Background: an optimization exercise with open tools, aiming at small area. Do not read the settings as production practice.
No run shown here included a check of the RTL's function; only the layout flow was run.
Power and IR drop assume default switching activity.

===== flow/design.v =====
module transmitter
(
    input tx_en,
    input [7:0] data,
    input arst_n,
    input rst,
    input clk,
    output TX,
    output busy,
    output reg done
);
localparam [13:0] BAUD_LOAD = 14'b10101010101010;
localparam [13:0] BAUD_LAST = 14'b10010011111001;
reg [13:0] baud;
wire tick = (baud == BAUD_LAST);
reg [9:0] frame;
reg fin;  
wire upper_zero = ~|frame[9:1];
wire sending = ~upper_zero | frame[0];
wire last = upper_zero & frame[0];
wire start = ~sending & ~fin & tx_en;
assign TX = frame[0] | upper_zero;
assign busy = sending | (~fin & tx_en);
always @(posedge clk) begin
    if (start | tick)
        baud <= BAUD_LOAD;
    else
        baud <= {~baud[12:0], baud[13] ^ baud[12]};
end
always @(posedge clk or negedge arst_n) begin
    if (~arst_n) begin
        frame <= 10'b0;
        fin <= 1'b0;
        done <= 1'b0;
    end else if (rst) begin
        frame <= 10'b0;
        fin <= 1'b0;
        done <= 1'b0;
    end else begin
        if (start)
            frame <= {1'b1, data, 1'b0};
        else if (tick)
            frame <= frame >> 1;
        fin <= tick & last;
        done <= done | fin;
    end
end
endmodule
module receiver
(
    input clk,
    input rst,
    input arst_n,
    input rx_en,
    input RX,
    output busy,
    output reg done,
    output reg err,
    output [7:0] data
);
localparam [13:0] BAUD_LOAD  = 14'b10101010101010;
localparam [13:0] BAUD_START = 14'b10101010101011;
localparam [13:0] BAUD_LAST  = 14'b10010011111001;
localparam [3:0] S_IDLE = 4'd0;
localparam [3:0] S_FIRST = 4'd5;
localparam [3:0] S_FIN = 4'd15;
reg [13:0] baud;
reg [3:0] st;
reg [9:0] sipo;
reg rx_s1, rx_s2;  
wire tick = (baud == BAUD_LAST);
wire idle = (st == S_IDLE);
wire fin = (st == S_FIN);
wire receiving = ~idle & ~fin;
wire start = idle & rx_s2 & ~rx_s1 & rx_en;
wire sample = receiving & tick;
assign busy = receiving | start;
assign data = sipo[7:0];
always @(posedge clk) begin
    if (rst) begin
        rx_s1 <= 1'b1;
        rx_s2 <= 1'b1;
    end else begin
        rx_s1 <= RX;
        rx_s2 <= rx_s1;
    end
end
always @(posedge clk) begin
    if (start)
        baud <= BAUD_START;
    else if (tick)
        baud <= BAUD_LOAD;
    else
        baud <= {~baud[12:0], baud[13] ^ baud[12]};
end
always @(posedge clk or negedge arst_n) begin
    if (~arst_n) begin
        st <= S_IDLE;
        sipo <= 10'b0;
        done <= 1'b0;
        err <= 1'b0;
    end else if (rst) begin
        st <= S_IDLE;
        sipo <= 10'b0;
        done <= 1'b0;
        err <= 1'b0;
    end else begin
        if (start)
            st <= S_FIRST;
        else if (sample | fin)
            st <= st + 4'd1;
        if (sample)
            sipo <= {RX, sipo[9:1]};
        if (fin) begin
            done <= done | sipo[9];
            err <= err | ~sipo[9];
        end
    end
end
endmodule
module APB
(
    input PCLK,
    input PRESETn,
    input [31:0] PADDR,
    input PSEL,
    input PENABLE,
    input PWRITE,
    input [31:0] PWDATA,
    output reg [31:0] PRDATA,
    output PREADY
);
reg [31:0] CTRL_REG;  
reg [31:0] TX_DATA;
reg acc;
assign PREADY = acc;
wire tx;
wire tx_busy, tx_done;
transmitter transmitter_UART
(
    .tx_en(CTRL_REG[0]),
    .data(TX_DATA[7:0]),
    .arst_n(PRESETn),
    .rst(CTRL_REG[1]),
    .clk(PCLK),
    .TX(tx),
    .busy(tx_busy),
    .done(tx_done)
);
wire rx_busy, rx_done, rx_err;
wire [7:0] rx_data_wire;
receiver receiver_UART
(
    .clk(PCLK),
    .rst(CTRL_REG[3]),
    .arst_n(PRESETn),
    .rx_en(CTRL_REG[2]),
    .RX(tx),
    .busy(rx_busy),
    .done(rx_done),
    .err(rx_err),
    .data(rx_data_wire)
);
wire hi_zero = ~|PADDR[31:2];
wire sel0 = hi_zero & (PADDR[1:0] == 2'd0);
wire sel1 = hi_zero & (PADDR[1:0] == 2'd1);
wire sel2 = hi_zero & (PADDR[1:0] == 2'd2);
wire sel3 = hi_zero & (PADDR[1:0] == 2'd3);
wire wr = acc & PWRITE;
always @(posedge PCLK or negedge PRESETn) begin
    if (~PRESETn)
        acc <= 1'b0;
    else
        acc <= ~acc & PSEL & PENABLE;
end
always @(posedge PCLK or negedge PRESETn) begin
    if (~PRESETn) begin
        CTRL_REG <= 32'b0;
        TX_DATA <= 32'b0;
    end else begin
        if (wr & sel0) CTRL_REG <= PWDATA;
        if (wr & sel2) TX_DATA <= PWDATA;
    end
end
always @(*) begin
    PRDATA = ({32{sel0}} & CTRL_REG)
           | ({32{sel2}} & TX_DATA)
           | ({32{sel1}} & {27'b0, rx_err, rx_done, rx_busy, tx_done, tx_busy})
           | ({32{sel3}} & {24'b0, rx_data_wire});
end
endmodule

===== flow/run.sh =====
#!/bin/bash
# synth_recipe.tcl (not shown) runs the flow's synth.tcl, then flattens the netlist and writes it again
# the make line also repeats each setting of config.mk as NAME=value (left out here)
make -C /OpenROAD-flow-scripts/flow DESIGN_CONFIG=/design/flow/config.mk WORK_HOME=/design/flow/orfs CLKGATE_MAP_FILE= SYNTH_SCRIPT=/design/flow/synth_recipe.tcl finish

===== flow/config.mk =====
export PLATFORM = sky130hd
export DESIGN_NAME = APB
export DESIGN_NICKNAME = APB
export VERILOG_FILES = /design/flow/design.v
export SDC_FILE = /design/flow/constraint.sdc
export NUM_CORES = 4
export LEC_CHECK = 0
export CAP_MARGIN = 20
export CORE_MARGIN = 2
export CORE_UTILIZATION = 40
export PLACE_DENSITY = 0.6
export SLEW_MARGIN = 20

===== flow/constraint.sdc =====
create_clock -name core_clock -period 10.0 [get_ports {PCLK}]
set_input_delay 2.0000 -clock core_clock [delete_from_list [all_inputs] [get_ports {PCLK}]]
set_output_delay 2.0000 -clock core_clock [all_outputs]
set_load 0.01 [all_outputs]

==> run_results.csv, run 1 <==
group,metric,value,unit
run_status,status,"no timing/DRC/antenna violations",
layout,layout-drive-gt1-share,21.5,%
global_routing,gr-usage-all-layers,17.9,%
min_path,min_to,"transmitter_UART.baud[13]",
global_routing,grt_pass1_wl,20.8,mm
routing,drc,0,
setup_path,r2r_slack,7540,ps
timing,hold_viol,0,
synth,synth_fa_ha_area_share,0.878,%
setup_path,r2r_end,"transmitter_UART.frame[1]",
cts,cts.sinks,123,
synth,syn_area_per_cell,12.4,sq um
power_and_ir_drop,power,0.00115,W
timing,period_minus_slack,6420,ps
floorplan,coreArea,13900,sq um
synth,synthMuxAreaShare,24.6,%
layout,num_antenna_cells,0,
timing,worst_pin_slew,957,ps
timing,fin_crit_sh,64.2,%
cts,postCtsSetupBuffers,0,
setup_path,worstPathRequired,8000,ps
floorplan,ios,102,
layout,n_fill_cell,1191,
synth,yosysWarnings,3,
layout,area.growth.synth_to_final,29.3,%
synth,synth-compound-area-share,4.92,%
power_and_ir_drop,internal_power,0.000900,W
setup_path,path_class,"in2out",
synth,synth_simple_gate_area_share,14.1,%
global_routing,grt_pass1_vias,4068,
layout,nets,631,
setup_path,r2r-start,"transmitter_UART.frame[3]",
cts,htreeDepth,4,
routing,post_drt_wl_per_cell,17.2,um
timing,maxSlewHeadroom,35.3,%
floorplan,die_w,123,um
global_routing,grt_max_degree,68,
power_and_ir_drop,p_seq_share,43.1,%
synth,ys_seq_elements,123,
global_routing,overflow,0,
cts,cts-root-buf,"clkbuf_16",
cts,clk_path_buf_depth,2,
timing,final_max_slew_viol_count,0,
routing,routed_wl,12.9,mm
cts,insertion_delay,410,ps
layout,mostFrequentLayoutCells,"clkdlybuf4s50_1 (99), dfrtp_1 (93), mux2_4 (60)",
setup_path,endpoint_kind,"output pin",
cts,cts_hold_buf,0,
synth,syn_inst,460,
synth,synth_xor_area_share,0,%
setup_path,reg2regPathDepth,4,
timing,max_freq,156,MHz
layout,multi_input_area,2540,sq um
cts,cts_resized,0,
timing,setup_violations,0,
global_routing,antenna_found_initial,0,
floorplan,dieArea,15200,sq um
min_path,hold_path.startpoint,"transmitter_UART.baud[12]",
synth,synth_fp_nets,533,
power_and_ir_drop,switching_power,0.000253,W
power_and_ir_drop,max-vdd-ir-drop,0.125,mV
power_and_ir_drop,combPwrFrac,4.4,%
routing,antenna_left,0,
synth,yosysUniqueCellTypes,45,
cts,cts_buffers,17,
setup_path,start_kind,"primary input",
routing,vias,3853,
placed_design,dpl.hpwl,8.48,mm
power_and_ir_drop,cellPowerDensity,156,nW/um^2
setup_path,worstPathMaxFanout,24,
timing,fin_tns_setup,0,ps
power_and_ir_drop,switching_share,21.9,%
placed_design,io_buffers,101,
floorplan,die_height,123,um
routing,drtIter0Drc,261,
timing,rsz0062_at_grt,"false",
layout,seqCellArea,2930,sq um
min_path,hold_path.class,"reg2reg",
power_and_ir_drop,leakagePower,3.29,nW
placed_design,globalplace.congestion,0.755,
cts,cts_tree,"done",
floorplan,row_count,43,
synth,syn-cell-area,5700,sq um
routing,dr.pass1.iters,4,
setup_path,crit_arrival,4420,ps
floorplan,initial_core_util,41.1,%
flow_run,max_cap_violations,0,
power_and_ir_drop,p_clk_share,52.6,%
cts,clk_pin_slew_worst_paths,60,ps
min_path,whs_path_depth,1,
synth,synth_top_family_by_area,"multiplexers",
routing,vias_per_cell,5.13,
synth,yosysSeqAreaShare,51.4,%
layout,final_common_cell,"clkdlybuf4s50_1",
timing,finalClockSkew,5.31,ps
[power groups by stage]
stage | combinational, W | sequential (W) | clock, W
2_1_floorplan | 0.00000970 | 0.000506 | 0
3_3_place_gp | 0.0000504 | 0.000506 | 0
3_5_place_dp | 0.0000511 | 0.000506 | 0
4_1_cts | 0.0000515 | 0.000496 | 0.000617
5_1_grt | 0.0000547 | 0.000496 | 0.000640
6_report | 0.0000506 | 0.000496 | 0.000606
[worst max path at each step]
stage	from	end	slack (ps)	depth (start not counted)
finish	PADDR[0]	PRDATA[22]	3580	7
CTS	PADDR[0]	PRDATA[22]	3570	7
global route	PADDR[0]	PRDATA[23]	3440	7
floorplan	PADDR[5]	PRDATA[11]	4640	6
detailed placement	PADDR[0]	PRDATA[22]	3590	7
global placement	PADDR[0]	PRDATA[22]	3580	7
[metrics by stage]
step / utilization [%] / instances / worst slack [ps] / cell area (sq um) / hold slack (ps)
finish: 53.1 / 751 / 3580 / 7370 / 372
global route: 53.1 / 751 / 3440 / 7370 / 392
CTS: 53.1 / 751 / 3570 / 7370 / 373
detailed placement: 48.9 / 719 / 3590 / 6790 / 362
global placement: 48.9 / 719 / 3580 / 6790 / 361
floorplan: - / 460 / 4640 / 5700 / 353
[sequential cells by signal, summed over array words and instances, names as in the netlist]
signal / cells
receiver_UART.baud: 14
transmitter_UART.frame: 10
receiver_UART.rx_s1: 1
TX_DATA: 32
receiver_UART.err: 1
receiver_UART.done: 1
receiver_UART.rx_s2: 1
transmitter_UART.baud: 14
receiver_UART.sipo: 10
receiver_UART.st: 4
acc: 1
transmitter_UART.done: 1
transmitter_UART.fin: 1
CTRL_REG: 32
[layer usage]
metal / share of wire [%] / wire (um) / GRT usage, %
met4: 1.0 / 133 / 4.83
met2: 46 / 5930 / 27.3
met5: 0 / 0 / 0
met3: 6.0 / 772 / 6.09
met1: 47 / 6060 / 24.4
[kinds of logic (layout without fill, tap and decap cells)]
| group | Yosys count | in the layout |
|---|---|---|
| muxes | 106 | 106 |
| and+or+nand+nor | 141 | 141 |
| DFF | 123 | 123 |
| AOI/OAI and AO/OA | 45 | 45 |
| adders and majority gates | 4 | 4 |
| buffers and inverters | 41 | 152 |
[critical path: stages]
cell and delay, ps:
clkdlybuf4s50_1 400, buf_4 210, nor3_1 200, nand4_2 210, or2_2 550, nor2_1 260, clkdlybuf4s50_1 570
[synth_stat cells, drive strengths merged]
library cell,n,area [sq um]
a311oi,1,8.76
nand4bb,1,11.3
o211a,1,10.0
dfrtp,93,2330
or4b,1,10.0
and3,1,6.26
dfxtp,30,601
or3,3,18.8
buf,11,121
clkbuf,16,60.1
a221oi,10,87.6
and2,1,8.76
nor2b,4,25.0
mux2i,38,380
nand2,24,90.1
nor3b,2,15.0
nor4,10,154
a31oi,1,6.26
and4b,1,10.0
nor3,5,25.0
inv,14,52.6
and4,2,17.5
o21ai,12,60.1
a21oi,18,90.1
or4,1,11.3
ha,4,50.1
nand3,12,60.1
or3b,1,8.76
a311o,1,10.0
a21o,1,7.51
nand3b,3,22.5
nor4b,3,26.3
nor2,57,214
mux2,65,957
or2,3,18.8
mux4,3,67.6
nand4,6,50.0
[cell type report]
class                           count  area share [%]
Clock buffer                       19            6.01
Clock inverter                     13            1.92
Tap cell                          180            3.06
Multi-Input combinational cell    296            34.4
Timing Repair Buffer              106            14.1
Sequential cell                   123            39.7
Inverter                           14           0.713
==> inputs of run 2 (changes only) <==
--- a/flow/config.mk
+++ b/flow/config.mk
@@ -5,8 +5,10 @@
 export SDC_FILE = /design/flow/constraint.sdc
 export NUM_CORES = 4
 export LEC_CHECK = 0
+export ABC_AREA = 1
 export CAP_MARGIN = 20
 export CORE_MARGIN = 2
 export CORE_UTILIZATION = 40
+export CTS_BUF_LIST = sky130_fd_sc_hd__clkbuf_2 sky130_fd_sc_hd__clkbuf_4
 export PLACE_DENSITY = 0.6
 export SLEW_MARGIN = 20
==> run 2 against run 1 <==
  * Design area down 7.4%
  * Register-to-register slack better by 180 ps
  * Maximum frequency down 4.9%
  * First-iteration DRC count up 0.77%
  * Combinational power down 12%
==> run_results.csv, run 2 <==
group,metric,value,unit
floorplan,coreArea,13200,sq um
layout,final_common_cell,"nand2_1",
cts,cts.sinks,123,
layout,seqCellArea,2930,sq um
timing,rsz0062_at_grt,"false",
flow_run,max_cap_violations,0,
timing,max_freq,148,MHz
cts,clk_path_buf_depth,2,
power_and_ir_drop,leakagePower,3.33,nW
placed_design,dp.cells,926,
layout,fin_cells,960,
synth,synth_common_cells,"nand2_1 (228), dfrtp_1 (93), nand3_1 (69), inv_1 (56), nor2_1 (52)",
timing,hold_slack,395,ps
cts,cts_resized,0,
routing,vias,4651,
synth,syn-cell-area,5440,sq um
power_and_ir_drop,cellPowerDensity,129,nW/um^2
placed_design,place_area,6530,sq um
timing,hold_viol,0,
min_path,hold_path.class,"reg2reg",
layout,design_area,6820,sq um
synth,syn_area_per_cell,8.05,sq um
setup_path,crit_arrival,4750,ps
synth,yosysUniqueCellTypes,34,
run_status,status,"no timing/DRC/antenna violations",
floorplan,ios,102,
cts,cts-root-buf,"clkbuf_4",
setup_path,path_class,"in2out",
synth,synth.most_common_cell,"nand2_1",
synth,ys_seq_elements,123,
timing,final_max_slew_viol_count,0,
cts,postCtsSetupBuffers,0,
layout,mostFrequentLayoutCells,"nand2_1 (228), clkdlybuf4s50_1 (100), dfrtp_1 (93)",
synth,ys.flop_type,"dfrtp_1",
layout,n_fill_cell,1313,
routing,drtIter0Drc,263,
routing,drc,0,
routing,post_drt_wl_per_cell,13.7,um
timing,fin_tns_setup,0,ps
placed_design,globalplace.congestion,0.776,
layout,multi_input_area,2120,sq um
setup_path,endpoint_kind,"output pin",
cts,htreeDepth,4,
setup_path,start_kind,"primary input",
synth,yosysWarnings,3,
layout,nets,843,
routing,dr.pass1.iters,4,
floorplan,die_height,121,um
setup_path,worstPathRequired,8000,ps
floorplan,row_count,42,
synth,synth_fp_nets,749,
setup_path,worstPathMaxFanout,58,
cts,cts_buffers,17,
cts,clk_pin_slew_worst_paths,100,ps
global_routing,antenna_found_initial,1,
global_routing,gr-usage-all-layers,19.7,%
synth,yosysSeqAreaShare,53.8,%
routing,antenna_left,0,
synth,async_flop_share,75.6,%
routing,routed_wl,13.1,mm
layout,area.growth.synth_to_final,25.3,%
floorplan,initial_core_util,41.1,%
timing,fin_crit_sh,67.5,%
layout,reg_top3,"CTRL_REG (32), TX_DATA (32)",
timing,period_minus_slack,6750,ps
placed_design,dpl.hpwl,9.01,mm
timing,maxSlewHeadroom,36.8,%
synth,synth_top_area_cell,"dfrtp_1",
setup_path,r2r_slack,7720,ps
placed_design,io_buffers,101,
synth,syn_inst,676,
timing,worst_pin_slew,946,ps
global_routing,grt_max_degree,66,
power_and_ir_drop,power,0.000883,W
floorplan,die_w,121,um
cts,cts_hold_buf,0,
floorplan,dieArea,14600,sq um
synth,synth_top_area_share,42.7,%
routing,vias_per_cell,4.84,
global_routing,grt_pass1_wl,22.5,mm
timing,setup_violations,0,
synth,synthTopCellsByArea,"dfrtp_1 (43%), nand2_1 (16%), dfxtp_1 (11%)",
layout,layout-drive-gt1-share,6.51,%
synth,synth-edff-count,0,
global_routing,grt_pass1_vias,4669,
cts,insertion_delay,540,ps
cts,cts_tree,"done",
power_and_ir_drop,max-vdd-ir-drop,0.0549,mV
timing,finalClockSkew,20.1,ps
global_routing,overflow,0,
-- run 2: cells by family after synthesis --
logic type	synth area share, %
AND/OR/NAND/NOR	30.8
XOR/XNOR	0.161
flip-flops	53.8
buffers and inverters	7.33
AO/OA/AOI/OAI	7.01
adder cells (fa/ha/maj)	0.919
-- run 2: per-layer routing --
| metal | track usage [%] | up-vias | share of wire [%] |
|---|---|---|---|
| met5 | 0 | - | 0 |
| li1 | - | 2347 | - |
| met1 | 25.2 | 2189 | 46 |
| met3 | 6.89 | 13 | 5.4 |
| met2 | 31.2 | 102 | 48 |
| met4 | 6.32 | 0 | 1.2 |
-- run 2: worst max-delay path, stage by stage --
cell and delay [ps]:
clkdlybuf4s50_1 390, or2_1 220, nor2_1 110, nand2_1 70, nor2_2 90, buf_4 290, nand2_1 140, nor2_4 100
buf_4 470, nand2_1 90, o21ai_0 120, clkdlybuf4s50_1 590
-- run 2: worst paths after layout --
path | start | end | cells past startpoint
min | transmitter_UART.baud[12] | transmitter_UART.baud[13] | 1
max in group asynchronous | PRESETn | TX_DATA[1] | 2
min reg2reg | transmitter_UART.baud[12] | transmitter_UART.baud[13] | 1
max | PADDR[3] | PRDATA[30] | 12
max reg2reg | receiver_UART.st[0] | receiver_UART.sipo[6] | 9
min in group asynchronous | PRESETn | acc | 1
-- run 2: stage by stage --
stage	util, %	setup WS (ps)
floorplan	-	4890
detailed placement	49.3	3270
CTS	51.4	3250
global route	51.5	3020
global placement	49.3	3250
finish	51.5	3250
-- run 2: final cells by class --
cell class,instances,area share [%]
Inverter,58,3.19
Sequential cell,123,42.9
Clock buffer,20,2.20
Multi-Input combinational cell,464,31.1
Timing Repair Buffer,106,15.5
Clock inverter,12,1.82
Antenna cell,1,0.0367
Tap cell,176,3.23
-- run 2: power breakdown --
| part | total [W] | leakage (nW) | switching [W] | internal (W) |
|---|---|---|---|---|
| Combinational | 0.0000444 | 1.77 | 0.0000193 | 0.0000251 |
| Sequential | 0.000496 | 1.41 | 0.000000184 | 0.000495 |
| Clock | 0.000343 | 0.147 | 0.000188 | 0.000155 |
| Total | 0.000883 | 3.33 | 0.000207 | 0.000675 |

static timing again, ports no longer ideal:
The flow's constraints put no driver on any port. The routed layouts listed below were extracted and timed again, unchanged, in two steps.
Step 1 sets driving cells, clkbuf_16 on the clock port and buf_2 on the other inputs (assumed; they add their load-dependent delay and slew).
Step 2 also shifts input and output timing later by t, the mid clock arrival at the registers, as if the neighbouring blocks saw the same clock.
a / b / c = ideal / step 1 / step 2; a / b = the first two.
| run | shift t [ns] | slack for setup (ns) | worst hold slack (ns) | worst setup path after step 2 | pins driven straight from the clock port |
|---|---|---|---|---|---|
| run 1 | 0.447 | 3.581 / 3.552 / 3.552 | 0.372 / 0.372 / 0.372 | input to output | 1 |
| run 2 | 0.573 | 3.253 / 3.233 / 3.233 | 0.395 / 0.395 / 0.395 | input to output | 1 |
After both steps setup and hold are still met in every run listed. For run 1, which loses most, drivers alone change the setup slack by -0.029 ns; drivers and shift together by -0.029 ns.
